What follows belongs to an exercise in optimizing a design on an open flow for small area; a production flow would make more cautious choices.
At most, simulation tests tie the RTL to the original design; equivalence was not proved.
Function not checked in runs 2 and 3: the RTL went through the layout flow alone.
No activity file was given, so power comes from the tool's default toggle rates.

===== design.v =====
module hart #(
    parameter RESET_ADDR = 32'h00000000
) (
    input  wire        i_clk,
    input  wire        i_rst,
    output wire [31:0] o_imem_raddr,
    input  wire [31:0] i_imem_rdata,
    output wire [31:0] o_dmem_addr,
    output wire        o_dmem_ren,
    output wire        o_dmem_wen,
    output wire [31:0] o_dmem_wdata,
    output wire [ 3:0] o_dmem_mask,
    input  wire [31:0] i_dmem_rdata,
    output wire        o_retire_valid,
    output wire [31:0] o_retire_inst,
    output wire        o_retire_trap,
    output wire        o_retire_halt,
    output wire [ 4:0] o_retire_rs1_raddr,
    output wire [ 4:0] o_retire_rs2_raddr,
    output wire [31:0] o_retire_rs1_rdata,
    output wire [31:0] o_retire_rs2_rdata,
    output wire [ 4:0] o_retire_rd_waddr,
    output wire [31:0] o_retire_rd_wdata,
    output wire [31:0] o_retire_pc,
    output wire [31:0] o_retire_next_pc
);
    localparam [2:0] S_CLR  = 3'd0,    
                     S_FST  = 3'd1,    
                     S_MAIN = 3'd2,
                     S_X0   = 3'd3,
                     S_X1   = 3'd4,
                     S_X2   = 3'd5,
                     S_F    = 3'd6;
    localparam [2:0] P_RS2  = 3'd7;    
    reg  [4:0] t;
    reg  [2:0] st;
    wire       t0  = (t == 5'd0);
    wire       t31 = (t == 5'd31);
    wire [31:0] inst = i_imem_rdata;
    wire [6:0]  opc  = inst[6:0];
    wire [2:0]  f3   = inst[14:12];
    wire [6:0]  f7   = inst[31:25];
    wire [4:0]  rd   = inst[11:7];
    wire [4:0]  rs1  = inst[19:15];
    wire [4:0]  rs2  = inst[24:20];
    wire op_lui   = (opc == 7'b0110111);
    wire op_auipc = (opc == 7'b0010111);
    wire op_jal   = (opc == 7'b1101111);
    wire op_jalr  = (opc == 7'b1100111);
    wire op_br    = (opc == 7'b1100011);
    wire op_load  = (opc == 7'b0000011);
    wire op_store = (opc == 7'b0100011);
    wire op_imm   = (opc == 7'b0010011);
    wire op_reg   = (opc == 7'b0110011);
    wire f7_zero  = (f7 == 7'b0000000);
    wire f7_alt   = (f7 == 7'b0100000);
    wire is_lui   = op_lui;
    wire is_auipc = op_auipc;
    wire is_jal   = op_jal;
    wire is_jalr  = op_jalr & (f3 == 3'b000);
    wire is_br    = op_br & (f3[2:1] != 2'b01);
    wire is_load  = op_load & (f3[1:0] != 2'b11) & ~(f3[2] & f3[1]);
    wire is_store = op_store & ~f3[2] & (f3[1:0] != 2'b11);
    wire is_opi   = op_imm & ((f3[1:0] != 2'b01) | (f3 == 3'b001 & f7_zero) |
                              (f3 == 3'b101 & (f7_zero | f7_alt)));
    wire is_opr   = op_reg & (f7_zero | (f7_alt & (f3 == 3'b000 | f3 == 3'b101)));
    wire is_ebrk  = (inst == 32'h00100073);
    wire is_alu   = is_opi | is_opr;
    wire legal    = is_lui | is_auipc | is_jal | is_jalr | is_br | is_load |
                    is_store | is_alu | is_ebrk;
    wire is_shift = is_alu & (f3[1:0] == 2'b01);
    wire is_slt   = is_alu & (f3[2:1] == 2'b01);
    wire sh_right = f3[2];
    wire sh_arith = inst[30];
    wire is_sub   = is_opr & (f3 == 3'b000) & inst[30];
    wire use_rs1  = ~(is_lui | is_auipc | is_jal);
    wire use_rs2  = is_opr | is_store | is_br;
    wire wr_rd    = is_alu | is_load | is_lui | is_auipc | is_jal | is_jalr;
    wire [2:0] ep = (st == S_FST) ? (use_rs2 ? P_RS2 : S_MAIN) : st;
    wire p_clr  = (st == S_CLR);
    wire p_rs2  = (ep == P_RS2);
    wire p_main = (ep == S_MAIN);
    wire p_x0   = (ep == S_X0);
    wire p_x1   = (ep == S_X1);
    wire p_x2   = (ep == S_X2);
    wire p_f    = (ep == S_F);
    wire p_sh   = p_x0 | p_x1 | p_x2;
    wire fin = (p_main & ~(is_slt | is_shift | is_load | is_store | is_br)) |
               (p_x0 & (is_slt | is_load | is_br)) |
               (p_x2 & sh_right) |
               p_f;
    reg  [31:0] op1, op2, res, npc;
    reg  [29:0] pc;
    wire        op1_in, op2_in, res_in, npc_in;
    wire [31:0] rf_lsb;
    wire        rf_bit = rf_lsb[p_rs2 ? rs2 : rs1];
    wire        we_rd;
    wire        wbit = ~p_clr & res_in;
    assign rf_lsb[0] = 1'b0;
    genvar r;
    generate
        for (r = 1; r < 32; r = r + 1) begin : g_rf
            reg  [31:0] q;
            wire we = p_clr | (we_rd & (rd == r));
            always @(posedge i_clk)
                q <= {we ? wbit : q[0], q[31:1]};
            assign rf_lsb[r] = q[0];
        end
    endgenerate
    wire f_u = op_lui | op_auipc;
    wire f_j = op_jal;
    wire f_b = op_br;
    wire f_s = op_store;
    wire [31:0] mv = {inst[31:12], inst[31:20]};
    wire m = mv[t];
    wire [7:0] lv = {3'b000, inst[11:7]};
    wire l = lv[t[2:0]];
    wire ge12 = (t >= 5'd12);
    wire le4  = (t <= 5'd4);
    wire t11  = (t == 5'd11);
    wire tz   = (t == 5'd0);
    wire imm_t = f_u ? (ge12 & m) :
                   f_j ? (tz ? 1'b0 : t11 ? inst[20] : t[4] & (t[3] | t[2]) ? inst[31] : m) :
                   (f_s | f_b) ? ((f_b & tz) ? 1'b0 : le4 ? l : (f_b & t11) ? inst[7] : ge12 ? inst[31] : m) :
                   (ge12 ? inst[31] : m);
    wire four_t = (t == 5'd2);
    reg  c;           
    reg  aux;         
    reg  off0, off1;  
    wire [1:0] dg = {off1, off0};
    reg  nc;          
    wire a_alu = is_lui ? 1'b0 : (is_auipc | is_jal | is_jalr) ? npc[0] : rf_bit;
    wire b_alu = (is_jal | is_jalr) ? four_t :
                 is_shift           ? 1'b0 :
                 (is_opr | is_br)   ? op2[0] : imm_t;
    wire binv  = is_sub | is_slt | is_br;
    wire bb    = b_alu ^ binv;
    wire cin   = t0 ? binv : c;
    wire sum   = a_alu ^ bb ^ cin;
    wire cout  = (a_alu & bb) | (a_alu & cin) | (bb & cin);
    reg  alu_out;
    always @(*) begin
        alu_out = sum;
        if (is_alu)
            case (f3)
                3'b100:  alu_out = a_alu ^ b_alu;
                3'b110:  alu_out = a_alu | b_alu;
                3'b111:  alu_out = a_alu & b_alu;
                default: alu_out = sum;
            endcase
    end
    wire cmp_signed = is_br ? ~f3[1] : ~f3[0];
    wire lt     = ~cout ^ (cmp_signed & (a_alu ^ b_alu));
    wire eq_all = aux & ~(a_alu ^ b_alu);
    wire taken  = f3[2] ? (lt ^ f3[0]) : (eq_all ^ f3[0]);
    wire [4:0] shamt = is_opr ? op2[5:1] : rs2;
    wire [1:0] dg_next = p_main ? shamt[1:0] : p_x0 ? shamt[3:2] : {1'b0, shamt[4]};
    reg sh_bit;
    always @(*) begin
        sh_bit = res[0];
        if (sh_right) begin
            if (p_x0)
                case (dg)
                    2'd1: sh_bit = (t <= 5'd30) ? res[1] : (sh_arith & aux);
                    2'd2: sh_bit = (t <= 5'd29) ? res[2] : (sh_arith & aux);
                    2'd3: sh_bit = (t <= 5'd28) ? res[3] : (sh_arith & aux);
                    default: sh_bit = res[0];
                endcase
            else if (p_x1)
                case (dg)
                    2'd1: sh_bit = (t <= 5'd27) ? res[4]  : (sh_arith & aux);
                    2'd2: sh_bit = (t <= 5'd23) ? res[8]  : (sh_arith & aux);
                    2'd3: sh_bit = (t <= 5'd19) ? res[12] : (sh_arith & aux);
                    default: sh_bit = res[0];
                endcase
            else
                sh_bit = dg[0] ? ((t <= 5'd15) ? res[16] : (sh_arith & aux)) : res[0];
        end else begin
            if (p_x0)
                case (dg)
                    2'd1: sh_bit = (t >= 5'd1) & op1[31];
                    2'd2: sh_bit = (t >= 5'd2) & op1[30];
                    2'd3: sh_bit = (t >= 5'd3) & op1[29];
                    default: sh_bit = res[0];
                endcase
            else if (p_x1)
                case (dg)
                    2'd1: sh_bit = (t >= 5'd4)  & op1[28];
                    2'd2: sh_bit = (t >= 5'd8)  & op1[24];
                    2'd3: sh_bit = (t >= 5'd12) & op1[20];
                    default: sh_bit = res[0];
                endcase
            else
                sh_bit = dg[0] ? ((t >= 5'd16) & op1[16]) : res[0];
        end
    end
    wire mis = (f3[1:0] == 2'b01 & off0) | (f3[1:0] == 2'b10 & (off0 | off1));
    wire mem_trap = (is_load | is_store) & mis;
    reg  ld_tap, st_tap;
    always @(*) begin
        case ({off1, off0})
            2'd0: begin ld_tap = res[0];  st_tap = op2[0];  end
            2'd1: begin ld_tap = res[8];  st_tap = op2[24]; end
            2'd2: begin ld_tap = res[16]; st_tap = op2[16]; end
            default: begin ld_tap = res[24]; st_tap = op2[8]; end
        endcase
    end
    wire ld_in  = f3[1] | (f3[0] ? ~t[4] : (t[4:3] == 2'b00));
    wire ld_bit = ld_in ? ld_tap : (~f3[2] & aux);
    wire st_bit = (t[4:3] == 2'b00) ? op2[0] : st_tap;
    assign res_in = p_main ? alu_out :
                    p_x0 ? (is_slt ? (t0 & c) : is_load ? ld_bit : sh_bit) :
                    (p_x1 | p_x2) ? sh_bit :
                    res[0];
    assign op1_in = p_main ? (is_store ? st_bit : (use_rs1 & rf_bit)) :
                    p_f ? rf_bit :
                    (p_sh & is_shift & ~sh_right) ? res[0] :
                    op1[0];
    assign op2_in = p_rs2 ? rf_bit : (use_rs2 & op2[0]);
    wire redir = is_jal | is_jalr | (is_br & aux);
    wire a_n   = is_jalr ? rf_bit : npc[0];
    wire b_n   = redir ? imm_t : four_t;
    wire cin_n = ~t0 & nc;
    wire sum_n = a_n ^ b_n ^ cin_n;
    wire cout_n = (a_n & b_n) | (a_n & cin_n) | (b_n & cin_n);
    wire [31:0] reset_addr = RESET_ADDR;
    assign npc_in = p_clr ? reset_addr[t] :
                    fin ? (sum_n & ~(t0 & is_jalr)) :
                    npc[0];
    assign we_rd = fin & wr_rd & ~mem_trap;
    wire ld_cap = t31 & p_main & is_load;
    always @(posedge i_clk) begin
        op1 <= {op1_in, op1[31:1]};
        op2 <= {op2_in, op2[31:1]};
        npc <= {npc_in, npc[31:1]};
        res <= ld_cap ? i_dmem_rdata : {res_in, res[31:1]};
        c   <= (t31 & p_main) ? lt : cout;
        nc  <= cout_n;
        if (p_main)
            aux <= is_br ? (t31 ? taken : ((t0 | aux) & ~(a_alu ^ b_alu))) : rf_bit;
        else if (p_x0 & is_load & ld_in)
            aux <= ld_tap;
        if (t31 & (p_main | p_x0 | p_x1) & is_shift)
            {off1, off0} <= dg_next;
        else begin
            if (p_main & t0)
                off0 <= alu_out;
            if (p_main & (t == 5'd1))
                off1 <= alu_out;
        end
        if (t31)
            pc <= {npc_in, npc[31:3]};
    end
    always @(posedge i_clk) begin
        if (i_rst) begin
            t  <= 5'd0;
            st <= S_CLR;
        end else begin
            t <= t + 5'd1;
            if (t31) begin
                if (p_clr | fin)
                    st <= S_FST;
                else if (p_rs2)
                    st <= S_MAIN;
                else if (p_main)
                    st <= is_store ? S_F : S_X0;
                else if (p_x0)
                    st <= S_X1;
                else if (p_x1)
                    st <= S_X2;
                else
                    st <= S_F;
            end
        end
    end
    assign o_imem_raddr       = {pc, 2'b00};
    assign o_retire_pc        = {pc, 2'b00};
    assign o_retire_inst      = inst;
    assign o_retire_valid     = t31 & fin & ~p_clr;
    assign o_retire_trap      = ~legal | mem_trap | (redir & npc[2]);
    assign o_retire_halt      = is_ebrk;
    assign o_retire_rs1_raddr = use_rs1 ? rs1 : 5'd0;
    assign o_retire_rs2_raddr = use_rs2 ? rs2 : 5'd0;
    assign o_retire_rd_waddr  = wr_rd ? rd : 5'd0;
    assign o_retire_rs1_rdata = {op1_in, op1[31:1]};
    assign o_retire_rs2_rdata = {op2_in, op2[31:1]};
    assign o_retire_rd_wdata  = {res_in, res[31:1]};
    assign o_retire_next_pc   = {npc_in, npc[31:3], 2'b00};
    assign o_dmem_addr  = {res_in, res[31:3], 2'b00};
    assign o_dmem_wdata = {op1_in, op1[31:1]};
    assign o_dmem_ren   = t31 & p_main & is_load & ~mis;
    assign o_dmem_wen   = t31 & p_main & is_store & ~mis;
    assign o_dmem_mask  = (f3[1:0] == 2'b00) ? (4'b0001 << {off1, off0}) :
                          (f3[1:0] == 2'b01) ? (off1 ? 4'b1100 : 4'b0011) :
                                               4'b1111;
endmodule
`default_nettype wire

===== flow/run.sh =====
#!/bin/bash
# Layout flow: the standard flow, with three changes:
#  1. after the standard synthesis, the combinational logic is mapped again
#     by ABC for area (amap; the smallest of a few scripts); the
#     flip-flops are kept as they are, with
#     their names and cell types;
#  2. the port buffers are the smallest buffer (buf_1);
#  3. a clock tree of clkbuf_4 without dummy loads.
set -euo pipefail
here=$(pwd)
R=$here/orfs/results/sky130hd/hart/base
LIB=$FLOW_HOME/platforms/sky130hd/lib/sky130_fd_sc_hd__tt_025C_1v80.lib

# 1. standard synthesis, up to the Yosys netlist
bash standard.sh $R/1_2_yosys.v > synth.log 2>&1
cp $R/1_2_yosys.v $here/standard_synth.v

# 2. remap the combinational logic: a few ABC area scripts, keep the smallest
DU=$(sed 's/^/-dont_use /' flow/dont_use.txt | tr '\n' ' ')
SEQ=$(grep -o '^ *sky130_fd_sc_hd__[a-z0-9_]*' standard_synth.v | sort -u | grep -E '__(df|edf|sdf|dl|conb)' | tr '\n' ' ')
scripts=(
  "strash;dch,-f;amap,-F,20,-A,20;topo"
  "strash;dch,-f;amap,-F,20,-A,20,-E,1;topo"
  "strash;&get,-n;&deepsyn,-T,60;&put;dch,-f;amap,-F,20,-A,20;topo"
  "strash;&get,-n;&deepsyn,-T,60;&put;dch,-f;amap,-F,20,-A,20,-E,1;topo"
  "strash;&get,-n;&deepsyn,-T,60,-S,2;&put;dch,-f;amap,-F,20,-A,20;topo"
  "strash;&get,-n;&deepsyn,-T,60,-S,3;&put;dch,-f;amap,-F,20,-A,20;topo"
  "strash;&get,-n;&synch2;&deepsyn,-T,60;&put;dch,-f;amap,-F,20,-A,20;topo"
  "strash;dc2;&get,-n;&deepsyn,-T,60;&put;dch,-f;amap,-F,20,-A,20;topo"
)
for i in "${!scripts[@]}"; do
  cat > remap_$i.ys <<EOY
read_liberty -ignore_miss_func $LIB
read_verilog $here/standard_synth.v
hierarchy -top hart
blackbox $SEQ
flatten
opt_clean -purge
abc -liberty $LIB $DU -script +${scripts[$i]}
opt_clean -purge
splitnets
opt_clean -purge
hilomap -singleton -hicell sky130_fd_sc_hd__conb_1 HI -locell sky130_fd_sc_hd__conb_1 LO
opt_clean -purge
tee -o $here/remap_$i.stat stat -liberty $LIB
write_verilog -noattr -nohex -nodec $here/remap_$i.v
EOY
  yosys -s remap_$i.ys > remap_$i.log 2>&1 &
done
wait
best=$(for i in "${!scripts[@]}"; do
  echo "$(grep 'Chip area for module' remap_$i.stat | tail -1 | awk '{print $NF}') $i"
done | sort -g | head -1 | awk '{print $2}')
echo "remap: candidate $best chosen" > remap_choice.txt
for i in "${!scripts[@]}"; do grep 'Chip area for module' remap_$i.stat | tail -1 >> remap_choice.txt; done
python3 flow/remap.py remap_$best.v $R/1_2_yosys.v

# 3. the rest of the standard flow
export BUFFER_PORTS_ARGS="-buffer_cell sky130_fd_sc_hd__buf_1"
export CTS_ARGS="-sink_clustering_enable -repair_clock_nets -buf_list sky130_fd_sc_hd__clkbuf_4 -dont_use_dummy_load -sink_clustering_size 12 -sink_clustering_max_diameter 40"
bash standard.sh > layout.log 2>&1

===== flow/dont_use.txt =====
sky130_fd_sc_hd__lpflow_bleeder_1
sky130_fd_sc_hd__lpflow_clkbufkapwr_1
sky130_fd_sc_hd__lpflow_clkbufkapwr_16
sky130_fd_sc_hd__lpflow_clkbufkapwr_2
sky130_fd_sc_hd__lpflow_clkbufkapwr_4
sky130_fd_sc_hd__lpflow_clkbufkapwr_8
sky130_fd_sc_hd__lpflow_clkinvkapwr_1
sky130_fd_sc_hd__lpflow_clkinvkapwr_16
sky130_fd_sc_hd__lpflow_clkinvkapwr_2
sky130_fd_sc_hd__lpflow_clkinvkapwr_4
sky130_fd_sc_hd__lpflow_clkinvkapwr_8
sky130_fd_sc_hd__lpflow_decapkapwr_12
sky130_fd_sc_hd__lpflow_decapkapwr_3
sky130_fd_sc_hd__lpflow_decapkapwr_4
sky130_fd_sc_hd__lpflow_decapkapwr_6
sky130_fd_sc_hd__lpflow_decapkapwr_8
sky130_fd_sc_hd__lpflow_inputiso0n_1
sky130_fd_sc_hd__lpflow_inputiso0p_1
sky130_fd_sc_hd__lpflow_inputiso1n_1
sky130_fd_sc_hd__lpflow_inputiso1p_1
sky130_fd_sc_hd__lpflow_inputisolatch_1
sky130_fd_sc_hd__lpflow_isobufsrc_1
sky130_fd_sc_hd__lpflow_isobufsrc_16
sky130_fd_sc_hd__lpflow_isobufsrc_2
sky130_fd_sc_hd__lpflow_isobufsrc_4
sky130_fd_sc_hd__lpflow_isobufsrc_8
sky130_fd_sc_hd__lpflow_isobufsrckapwr_16
sky130_fd_sc_hd__lpflow_lsbuf_lh_hl_isowell_tap_1
sky130_fd_sc_hd__lpflow_lsbuf_lh_hl_isowell_tap_2
sky130_fd_sc_hd__lpflow_lsbuf_lh_hl_isowell_tap_4
sky130_fd_sc_hd__lpflow_lsbuf_lh_isowell_4
sky130_fd_sc_hd__lpflow_lsbuf_lh_isowell_tap_1
sky130_fd_sc_hd__lpflow_lsbuf_lh_isowell_tap_2
sky130_fd_sc_hd__lpflow_lsbuf_lh_isowell_tap_4
sky130_fd_sc_hd__probe_p_8
sky130_fd_sc_hd__probec_p_8

===== flow/remap.py =====
#!/usr/bin/env python3
# Keep only module hart from a Yosys netlist that also holds the cell models.
import re, sys
src = open(sys.argv[1]).read()
m = re.search(r'^module hart\s*\(.*?^endmodule\s*$', src, re.M | re.S)
open(sys.argv[2], 'w').write(m.group(0) + '\n')

===== standard.sh =====
#!/bin/bash
# synth_recipe.tcl (not shown) runs the flow's synth.tcl, then flattens the netlist and writes it again
# the make line also repeats each setting of config.mk as NAME=value (left out here)
make -C /OpenROAD-flow-scripts/flow DESIGN_CONFIG=/design/flow/config.mk WORK_HOME=/design/flow/orfs CLKGATE_MAP_FILE= SYNTH_SCRIPT=/design/flow/synth_recipe.tcl "${@:-finish}"

===== config.mk =====
export PLATFORM = sky130hd
export DESIGN_NAME = hart
export DESIGN_NICKNAME = hart
export VERILOG_FILES = /design/flow/design.v
export SDC_FILE = /design/flow/constraint.sdc
export NUM_CORES = 8
export LEC_CHECK = 0
export ABC_AREA = 1
export CAP_MARGIN = 20
export CORE_MARGIN = 2
export CORE_UTILIZATION = 40
export GPL_TIMING_DRIVEN = 0
export SETUP_SLACK_MARGIN = 0.5
export SLEW_MARGIN = 20

===== constraint.sdc =====
create_clock -name core_clock -period 13.0 [get_ports {i_clk}]
set_input_delay 2.6000 -clock core_clock [delete_from_list [all_inputs] [get_ports {i_clk}]]
set_output_delay 2.6000 -clock core_clock [all_outputs]
set_load 0.01 [all_outputs]

==> results of run 1 <==
-- per-layer routing --
layer | track usage | vias up | share of wire
li1 | - | 6563 | -
met1 | 0.207 | 6603 | 0.44
met2 | 0.275 | 561 | 0.47
met3 | 0.0373 | 149 | 0.060
met4 | 0.0686 | 0 | 0.036
met5 | 0 | - | 0
-- stage by stage --
step | hold slack, ns | TNS, ns | cells
4_1_cts | 0.233 | 0 | 3031
3_5_place_dp | 0.312 | -1.16 | 2911
6_report | 0.264 | 0 | 3037
2_1_floorplan | 0.310 | 0 | 1677
5_1_grt | 0.271 | 0 | 3034
3_3_place_gp | 0.310 | -2.44 | 2910
-- registers in the layout (all words and copies together) (netlist names) --
register,count
res,32
off0,1
c,1
pc,30
aux,1
t,5
off1,1
op1,32
op2,32
npc,32
nc,1
st,3
g_rf.q,992
-- timing repair --
action	CTS	global route
pin swaps	1	1
hold buffers	0	0
gates cloned	0	0
gates resized for setup	6	8
buffers inserted	2	2
setup endpoints to repair	2	2
-- worst max-delay path by stage --
stage | start | end | slack [ns] | depth (start not counted)
2_1_floorplan | i_imem_rdata[3] | o_dmem_ren | 3.21 | 16
3_3_place_gp | i_imem_rdata[14] | o_dmem_addr[31] | -0.99 | 28
3_5_place_dp | i_imem_rdata[14] | o_dmem_addr[31] | -0.58 | 28
4_1_cts | i_imem_rdata[14] | o_dmem_addr[31] | 0.56 | 28
5_1_grt | i_imem_rdata[3] | o_retire_rd_wdata[31] | 0.61 | 30
6_report | i_imem_rdata[12] | o_retire_rd_wdata[31] | 1.27 | 31
-- area by class of cell --
class	instances	area, µm²	share of cell area
multi-input cells	439	2520	0.0844
clock buffers	118	886	0.0297
flip-flops and latches	1163	23600	0.792
diodes	4	10.0	0.000336
repair buffers	374	1430	0.0478
well taps	864	1080	0.0363
inverters	75	289	0.00969
-- power by group through the flow --
stage	clock network (mW)	registers [mW]	logic (mW)
6_report	1.38	3.59	0.106
4_1_cts	1.45	3.59	0.105
3_3_place_gp	0	3.67	0.104
5_1_grt	1.59	3.60	0.114
2_1_floorplan	0	3.68	0.0405
3_5_place_dp	0	3.67	0.104
-- placed cells by master (no fill, tap or decap), types with 19 or more instances in the layout --
master	instances
nor2_1	92
o22ai_1	20
nand2_1	30
edfxtp_1	33
dfxtp_1	1130
clkbuf_4	118
clkinv_1	70
o21ai_0	90
buf_1	366
a21oi_1	19
o22a_1	31
==> summary.txt, run 1 <==
Die
  • Core box area: 0.0655 mm²
  • Num rows: 94
  • Initial Utilization: 0.402
  • Chip height: 261 µm
  • Top Ports: approximately 380
  • Die X: 261 µm
  • Die area: 0.0679 mm²

STA
  • Crit path setup slack, layout: 1.27 ns
  • Final Critical Period: 11.73 ns
  • Final Setup Violations: 0
  • Fmax: 85.2 MHz
  • Max Clock Skew: 0.138 ns
  • Worst-Margin Slew: 1.04 ns
  • Setup repair after global routing missed its margin: false
  • Worst rel slew slack: 0.301
  • Post-route clock period utilization: 0.902
  • Count of pins over their slew limit: 0
  • Fin. Hold Viols: 0

GRT
  • First-pass GRT wire length: approximately 82000 µm
  • Initial antenna violation count: 2
  • GRT Overall Usage: 0.165
  • Vias in the first global route: 13139
  • Congestion Overflow GR: 0
  • Largest net degree at the start of global routing: 35

Synthesis
  • Synthesized cell area: ~0.026 mm²
  • Synthesized instance count: 1670
  • Syn avg cell area: around 16 µm²
  • Yosys warns: 1

Detailed routing
  • DR vias: 13876
  • # DRC: 0
  • Detailed-route wire length per cell: 18.7 µm
  • Final wirelength: 56700 µm
  • Vias per cell: 4.57
  • Routed Antenna Nets: 0
  • Starting DRT DRC Count: 933
  • Drt first pass iters: 6

Worst setup path
  • Worst Setup Start Kind: input pin
  • Slowest Stage Delay on Critical Path: approximately 0.36 ns
  • R2r setup slk: roughly 6.4 ns
  • CP Buf/Inv Count: 8
  • RR Startpoint: st[2]
  • Crit-path leading delay family: compound AO/OA/AOI/OAI gates
  • WP data arrival: 9.13 ns
  • Worst path required time: 10.40 ns
  • CP Class: input pin to output pin
  • Reg2Reg Depth: 22
  • Crit-path slowest cell: o221ai_2
  • FF-to-FF End: g_rf[17].q[31]
  • Crit-path max FO: 8
  • Critical path capture point type: output pin

Final layout
  • Util after Layout: 0.455
  • Final Cell Area: 0.0298 mm²
  • Area Overhead vs Synth: 13.2%
  • Nets: approximately 2200
  • Share of post-route cells with drive strength above 1: 0.0636
  • Filler instances: between 5000 and 6000

Worst hold path
  • Worst Hold Class: flip-flop to flip-flop
  • Hold Crit Start: g_rf[14].q[23]
  • WHS Endpoint: g_rf[14].q[22]
  • Worst Hold Path Cells: 0

CTS
  • Worst-path clk slew: 0.11 ns
  • Clock Latency Late Sink: 0.89 ns
  • Max Root-Sink Buffers: 3
  • Num CTS Buffers: about 120
  • # clock sinks: 1163
  • H-tree levels: 3
  • CTS tree: built
  • Clk root buf: clkbuf_4

Power
  • Clock share of power: 0.271
  • Sw power: between 1 and 1.5 mW
  • Pleak: between 10 and 15 nW
  • Power Internal: 4.03 mW
  • PwrDens: 170 mW/mm²
  • Combinational share of power: 0.021
  • Worst IR drop on VDD: 0.104 mV
  • Power share of the sequential group: 0.708
  • Final Power: 5.08 mW
  • Net Sw Frac: 0.206

Placed design
  • Detailed placement HPWL: roughly 41000 µm
  • DP Area: 0.0289 mm²
  • Place WS: -0.579 ns
  • IO buf count: 369
  • Gpl congestion: 0.944

Run status
  • Outcome: no timing/DRC/antenna violations

Job
  • Max capacitance violation total: 0
==> run 2, diff against run 1 <==
--- a/design.v
+++ b/design.v
@@ -239,5 +239,5 @@
         if (p_main)
             aux <= is_br ? (t31 ? taken : ((t0 | aux) & ~(a_alu ^ b_alu))) : rf_bit;
-        else if (p_x0 & is_load & ld_in)
+        else if (p_x0 & ~inst[4] & ~inst[6] & ld_in)
             aux <= ld_tap;
         if (t31 & (p_main | p_x0 | p_x1) & is_shift)
@@ -264,5 +264,5 @@
                     st <= S_MAIN;
                 else if (p_main)
-                    st <= is_store ? S_F : S_X0;
+                    st <= (~inst[4] & inst[5] & ~inst[6]) ? S_F : S_X0;
                 else if (p_x0)
                     st <= S_X1;
--- a/flow/run.sh
+++ b/flow/run.sh
@@ -42,4 +42,5 @@
 opt_clean -purge
 hilomap -singleton -hicell sky130_fd_sc_hd__conb_1 HI -locell sky130_fd_sc_hd__conb_1 LO
+insbuf -buf sky130_fd_sc_hd__buf_4 A X
 opt_clean -purge
 tee -o $here/remap_$i.stat stat -liberty $LIB
--- a/config.mk
+++ b/config.mk
@@ -10,5 +10,4 @@
 export CORE_MARGIN = 2
 export CORE_UTILIZATION = 40
-export GPL_TIMING_DRIVEN = 0
 export SETUP_SLACK_MARGIN = 0.5
 export SLEW_MARGIN = 20
==> summary.txt, run 2 <==
Final layout
  • Most frequent cells in the layout: dfxtp_1, buf_1, clkbuf_4, nor2_1, o21ai_0
  • Max FFs per register: 992
  • Filler instances: around 6500
  • Largest reg by FF count: g_rf.q
  • Share of post-route cells with drive strength above 1: 0.0621
  • Cell Count, Final, Fillers Out: 3150
  • Nets: 2273
  • Area Overhead vs Synth: 5.19%
  • Commonest non-fill, non-tap cell in the layout: dfxtp_1

CTS
  • Clk root buf: clkbuf_4
  • Worst-path clk slew: 0.11 ns
  • H-tree levels: 3
  • Num CTS Buffers: 121
  • Clock Latency Late Sink: 0.91 ns
  • CTS tree: built
  • Postcts setup bufs: 0
  • Max Root-Sink Buffers: 3
  • # clock sinks: around 1200

STA
  • Count of pins over their slew limit: 0
  • Post-route clock period utilization: 0.905
  • Worst rel slew slack: 0.240
  • Fmax: 85.0 MHz
  • Max Clock Skew: 0.171 ns
  • Setup repair after global routing missed its margin: false
  • Total Neg Setup Slack: 0 ns
  • Worst-Margin Slew: 1.13 ns
  • Final Critical Period: 11.76 ns
  • Fin. Hold Viols: 0
  • Final Setup Violations: 0

Detailed routing
  • Routed length on met2: 28100 µm
  • Detailed-route wire length per cell: 19.2 µm
  • Final wirelength: 60600 µm
  • # DRC: 0
  • Starting DRT DRC Count: roughly 790
  • Drt first pass iters: 6
  • Wl on met1: 26100 µm
  • Top Metal Used: met5
  • Vias per cell: 4.45
  • Routed Antenna Nets: 0
  • Routed length on met3: 4290 µm
  • DR vias: 14018

Power
  • PwrDens: 193 mW/mm²
  • Pleak: approximately 11 nW
  • Combinational share of power: 0.096
  • Final Power: 5.80 mW
  • Power share of the sequential group: 0.665
  • Worst IR drop on VDD: between 0.09 and 0.1 mV
  • Clock share of power: 0.239
  • Net Sw Frac: 0.258
  • Power Internal: ~4.3 mW
  • Sw power: between 1 and 1.5 mW

Worst setup path
  • WP data arrival: 9.16 ns
  • Worst path required time: 10.40 ns
  • Worst Setup Start Kind: input pin
  • CP Class: input pin to output pin
  • Critical path capture point type: output pin
  • Crit-path max FO: 10

Die
  • Die X: 271 µm
  • Initial Utilization: 0.406
  • Chip height: 271 µm
  • Top Ports: 378
  • Die area: 0.0736 mm²
  • Num rows: 97
  • Core box area: 0.0704 mm²

GRT
  • Largest net degree at the start of global routing: 37
  • GRT Overall Usage: 0.163
  • First-pass GRT wire length: around 90000 µm
  • Vias in the first global route: 13918
  • Initial antenna violation count: 4
  • Congestion Overflow GR: 0

Run status
  • Outcome: no timing/DRC/antenna violations

Placed design
  • Cell count after placement: ~3000
  • Detailed placement HPWL: 44600 µm
  • IO buf count: approximately 370
  • Gpl congestion: 0.915

Synthesis
  • Yosys warns: 1
  • Synthesized instance count: 1979
  • Syn avg cell area: about 14 µm²
  • Synthesized cell area: 0.0286 mm²

Worst hold path
  • Worst Hold Class: flip-flop to flip-flop

Job
  • Max capacitance violation total: 0
## run 2: layout make-up
cell class / count / area (µm²) / area share
repair buffers: 382 / 1480 / 0.0493
diodes: 5 / 12.5 / 0.000416
flip-flops and latches: 1163 / 23600 / 0.786
inverters: 89 / 334 / 0.0111
multi-input cells: 450 / 2530 / 0.0842
well taps: 940 / 1180 / 0.0391
clock buffers: 121 / 908 / 0.0302
## run 2: metal layers
metal / global-route usage / vias to the layer above
li1: - / 6655
met5: 0 / -
met2: 0.267 / 561
met1: 0.201 / 6664
met4: 0.0639 / 2
met3: 0.0476 / 136
## run 2: per-stage QoR
stage | utilization | instance area (µm²) | hold WS, ns | setup WS (ns)
finish | 0.427 | 30100 | 0.213 | 1.24
global route | 0.427 | 30000 | 0.209 | 0.621
CTS | 0.427 | 30000 | 0.188 | 0.884
detailed placement | 0.414 | 29100 | 0.312 | 0.923
global placement | 0.414 | 29100 | 0.310 | 1.33
floorplan | - | 28600 | 0.310 | 2.37
## run 2: power groups by stage
stage          Combinational [mW]  Sequential, mW  Clock (mW)
4_1_cts                     0.553            3.86        1.47
5_1_grt                     0.591            3.87        1.62
2_1_floorplan               0.525            3.85           0
3_5_place_dp                0.551            3.94           0
6_report                    0.554            3.85        1.39
3_3_place_gp                0.556            3.93           0
## run 2: worst paths after layout
check	startpoint	end	slack (ns)	cells after the start
max	i_imem_rdata[31]	o_dmem_addr[31]	1.24	28
min	g_rf[15].q[8]	g_rf[15].q[7]	0.21	0
max reg2reg	st[1]	aux	6.29	24
min reg2reg	g_rf[15].q[8]	g_rf[15].q[7]	0.21	0
## run 2: worst max-delay path: stages
cell,delay [ns]
buf_1,0.13
or4_1,0.51
nor3_2,0.31
nand2_1,0.25
a2111oi_0,0.45
buf_4,0.23
nor2_1,0.07
clkinv_1,0.08
nor2_1,0.12
and3_1,0.29
nor3_1,0.13
buf_4,0.20
nor3_1,0.06
a31oi_1,0.37
clkinv_1,0.29
nor2_1,0.39
clkinv_1,0.21
o221a_1,0.28
o221ai_1,0.07
a31o_1,0.17
o22ai_1,0.16
o22ai_1,0.40
clkinv_1,0.16
o22ai_1,0.37
o21a_1,0.18
nor2_1,0.06
nor2_2,0.39
buf_1,0.21
## run 2: timing repair
action                                  in CTS  in global routing
endpoints found under the setup margin       0                  2
hold buffers                                 0                  0
gates resized for setup                      0                  2
==> run 3, diff against run 2 <==
--- a/design.v
+++ b/design.v
@@ -74,7 +74,7 @@
     wire sh_arith = inst[30];
     wire is_sub   = is_opr & (f3 == 3'b000) & inst[30];
-    wire use_rs1  = ~(is_lui | is_auipc | is_jal);
-    wire use_rs2  = is_opr | is_store | is_br;
-    wire wr_rd    = is_alu | is_load | is_lui | is_auipc | is_jal | is_jalr;
+    wire use_rs1  = ~inst[2] | (inst[6] & ~inst[3]);               
+    wire use_rs2  = inst[5] & ~inst[3] & ~inst[2] & ~(inst[4] & inst[6]);  
+    wire wr_rd    = ~(inst[5] & ~inst[2] & (~inst[4] | inst[6]));   
     wire [2:0] ep = (st == S_FST) ? (use_rs2 ? P_RS2 : S_MAIN) : st;
     wire p_clr  = (st == S_CLR);
@@ -87,5 +87,5 @@
     wire p_sh   = p_x0 | p_x1 | p_x2;
     wire fin = (p_main & ~(is_slt | is_shift | is_load | is_store | is_br)) |
-               (p_x0 & (is_slt | is_load | is_br)) |
+               (p_x0 & (~inst[4] | f3[1])) |        
                (p_x2 & sh_right) |
                p_f;
@@ -209,12 +209,11 @@
     wire ld_bit = ld_in ? ld_tap : (~f3[2] & aux);
     wire st_bit = (t[4:3] == 2'b00) ? op2[0] : st_tap;
-    assign res_in = p_main ? alu_out :
-                    p_x0 ? (is_slt ? (t0 & c) : is_load ? ld_bit : sh_bit) :
+    assign res_in = (st == S_FST | st == S_MAIN) ? alu_out :
+                    p_x0 ? (inst[4] ? (f3[1] ? (t0 & c) : sh_bit) : ld_bit) :
                     (p_x1 | p_x2) ? sh_bit :
                     res[0];
-    assign op1_in = p_main ? (is_store ? st_bit : (use_rs1 & rf_bit)) :
-                    p_f ? rf_bit :
-                    (p_sh & is_shift & ~sh_right) ? res[0] :
-                    op1[0];
+    assign op1_in = p_sh ? ((inst[4] & ~f3[1] & ~f3[2]) ? res[0] : op1[0]) :    
+                    ((st == S_FST | st == S_MAIN) & is_store) ? st_bit :
+                    (use_rs1 & rf_bit);
     assign op2_in = p_rs2 ? rf_bit : (use_rs2 & op2[0]);
     wire redir = is_jal | is_jalr | (is_br & aux);
@@ -228,5 +227,5 @@
                     fin ? (sum_n & ~(t0 & is_jalr)) :
                     npc[0];
-    assign we_rd = fin & wr_rd & ~mem_trap;
+    assign we_rd = fin & wr_rd & legal & ~mem_trap;
     wire ld_cap = t31 & p_main & is_load;
     always @(posedge i_clk) begin
@@ -239,5 +238,5 @@
         if (p_main)
             aux <= is_br ? (t31 ? taken : ((t0 | aux) & ~(a_alu ^ b_alu))) : rf_bit;
-        else if (p_x0 & ~inst[4] & ~inst[6] & ld_in)
+        else if (p_x0 & ~inst[4] & ~inst[6] & ld_in)           
             aux <= ld_tap;
         if (t31 & (p_main | p_x0 | p_x1) & is_shift)
@@ -264,5 +263,5 @@
                     st <= S_MAIN;
                 else if (p_main)
-                    st <= (~inst[4] & inst[5] & ~inst[6]) ? S_F : S_X0;
+                    st <= (~inst[4] & inst[5] & ~inst[6]) ? S_F : S_X0;    
                 else if (p_x0)
                     st <= S_X1;
--- a/flow/run.sh
+++ b/flow/run.sh
@@ -24,8 +24,4 @@
   "strash;&get,-n;&deepsyn,-T,60;&put;dch,-f;amap,-F,20,-A,20;topo"
   "strash;&get,-n;&deepsyn,-T,60;&put;dch,-f;amap,-F,20,-A,20,-E,1;topo"
-  "strash;&get,-n;&deepsyn,-T,60,-S,2;&put;dch,-f;amap,-F,20,-A,20;topo"
-  "strash;&get,-n;&deepsyn,-T,60,-S,3;&put;dch,-f;amap,-F,20,-A,20;topo"
-  "strash;&get,-n;&synch2;&deepsyn,-T,60;&put;dch,-f;amap,-F,20,-A,20;topo"
-  "strash;dc2;&get,-n;&deepsyn,-T,60;&put;dch,-f;amap,-F,20,-A,20;topo"
 )
 for i in "${!scripts[@]}"; do
==> summary.txt, run 3 <==
Power
  • Final Power: 5.20 mW
  • Worst IR drop on VDD: 0.116 mV
  • PwrDens: around 170 mW/mm²
  • Pleak: 11.3 nW

CTS
  • Max Root-Sink Buffers: 3
  • Worst-path clk slew: 0.11 ns
  • Postcts setup bufs: 0
  • # clock sinks: about 1200
  • Hold_buf cts: 0
  • CTS tree: built
  • Num CTS Buffers: 131
  • Clock Latency Late Sink: 0.93 ns
  • PostCTS Resize Cnt: 0
  • H-tree levels: 4
  • Clk root buf: clkbuf_4

Worst hold path
  • Worst Hold Class: flip-flop to flip-flop
  • Hold Crit Start: g_rf[1].q[24]

Detailed routing
  • Final wirelength: between 60000 and 70000 µm
  • Vias per cell: 4.48
  • # DRC: 0
  • Drt first pass iters: 5
  • DR vias: 14279
  • Starting DRT DRC Count: a little under 800
  • Detailed-route wire length per cell: 19.0 µm
  • Routed Antenna Nets: 0

Die
  • Die area: 0.0738 mm²
  • Chip height: between 200 and 300 µm
  • Top Ports: 378
  • Num rows: 98
  • Die X: between 200 and 300 µm
  • Initial Utilization: 0.402
  • Core box area: 0.0712 mm²

GRT
  • Largest net degree at the start of global routing: 36
  • GRT Overall Usage: 0.164
  • Initial antenna violation count: 8
  • Congestion Overflow GR: 0
  • First-pass GRT wire length: 89300 µm
  • Vias in the first global route: 14157

Final layout
  • Largest reg by FF count: g_rf.q
  • Commonest non-fill, non-tap cell in the layout: dfxtp_1
  • Cell Count, Final, Fillers Out: 3185
  • Share of post-route cells with drive strength above 1: 0.0645
  • Filler instances: 6632
  • Final Cell Area: 0.0302 mm²
  • Util after Layout: 0.424
  • Nets: 2300
  • Area Overhead vs Synth: 5.43%
  • Max FFs per register: 992
  • Most frequent cells in the layout: dfxtp_1, buf_1, clkbuf_4, nor2_1, o21ai_0

Placed design
  • Place WS: 1.82 ns
  • DP Area: 0.0292 mm²
  • IO buf count: 369
  • Cell count after placement: 3051
  • Detailed placement HPWL: 44300 µm
  • Gpl congestion: slightly above 0.9

Worst setup path
  • Crit-path max FO: 9
  • Critical path capture point type: output pin
  • RR Startpoint: st[0]
  • Critical path origin: i_imem_rdata[4]
  • Worst path required time: 10.40 ns
  • WP data arrival: 8.69 ns
  • Worst Setup Start Kind: input pin
  • CP Class: input pin to output pin

STA
  • Total Neg Setup Slack: 0 ns
  • Final Setup Violations: 0
  • Crit path setup slack, layout: 1.71 ns
  • Final Critical Period: about 11 ns
  • Count of pins over their slew limit: 0
  • Final hold slack: roughly 0.24 ns
  • Post-route clock period utilization: 0.869
  • Fin. Hold Viols: 0
  • Fmax: 88.6 MHz
  • Max Clock Skew: ~0.12 ns
  • Worst-Margin Slew: 1.10 ns
  • Worst rel slew slack: 0.256
  • Setup repair after global routing missed its margin: false

Synthesis
  • Syn avg cell area: 14.4 µm²
  • Yosys warns: 1
  • Synthesized instance count: between 1500 and 2000
  • Synthesized cell area: 0.0287 mm²

Run status
  • Outcome: no timing/DRC/antenna violations

Job
  • Max capacitance violation total: 0
run 3: area by class of cell:
type / count / area (µm²) / share of cell area
Tap cell: 950 / 1190 / 0.0393
Clock buffer: 131 / 983 / 0.0325
Inverter: 97 / 364 / 0.0120
Multi-Input combinational cell: 460 / 2590 / 0.0857
Timing Repair Buffer: 381 / 1480 / 0.0488
Sequential cell: 1163 / 23600 / 0.781
Antenna cell: 3 / 7.51 / 0.000248
run 3: path summary, 6_finish.rpt:
check                          endpoint  slack, ns  depth (start not counted)
setup / recovery  o_retire_rd_wdata[31]       1.71                         23
hold / removal            g_rf[1].q[23]       0.24                          0
setup reg to reg         g_rf[14].q[31]       5.93                         27
hold reg to reg           g_rf[1].q[23]       0.24                          0
run 3: critical path: stages:
cell and delay (ns):
buf_1 0.39, clkinv_1 0.32, o2111ai_1 0.76, o21ai_0 0.26, clkinv_1 0.17, nor3_1 0.06
buf_4 0.17, o22ai_1 0.60, clkinv_1 0.25, nor2_1 0.29, a222oi_1 0.15, a32o_1 0.29
a21oi_1 0.15, o21ai_0 0.11, buf_4 0.19, o22ai_1 0.30, clkinv_1 0.15, o22ai_1 0.38
a21oi_1 0.12, a31oi_1 0.16, a31oi_1 0.08, o22ai_1 0.45, buf_1 0.27
run 3: routing by layer:
| layer | global-route usage | up-vias | share of wire |
|---|---|---|---|
| met4 | 0.0602 | 2 | 0.025 |
| met3 | 0.0408 | 107 | 0.055 |
| met2 | 0.277 | 517 | 0.48 |
| met5 | 0 | - | 0.00013 |
| li1 | - | 6729 | - |
| met1 | 0.204 | 6924 | 0.44 |
run 3: where the power goes:
group | leakage (nW) | switching (mW) | internal (mW)
sequential | 9.42 | 0.0191 | 3.59
clock | 0.603 | 0.973 | 0.465
combinational | 1.32 | 0.106 | 0.0417

==> what the ideal ports hide <==
In the flow no input, the clock included, has a driving cell. The finished layouts below were timed again as built, in two steps.
Step 1 sets driving cells, clkbuf_16 on the clock port and buf_2 on the other inputs (assumed; they add their load-dependent delay and slew).
Step 2 also shifts input and output timing later by t, the mid clock arrival at the registers, as if the neighbouring blocks saw the same clock.
Three values: no drivers, after step 1, after step 2; two values: the first two.
| run | shift t [ns] | slack for setup (ns) | worst setup path after step 2 | clock arrival spread, ns |
|---|---|---|---|---|
| run 1 | 0.871 | 1.269 / 1.244 / 1.244 | input to output | 0.138 / 0.137 |
| run 2 | 0.882 | 1.241 / 1.220 / 1.220 | input to output | 0.172 / 0.172 |
| run 3 | 0.920 | 1.708 / 1.681 / 1.681 | input to output | 0.137 / 0.137 |
After both steps setup and hold are still met in every run listed. The setup slack of run 3, which loses most, moves by -0.027 ns with the drivers and by -0.027 ns with both steps.
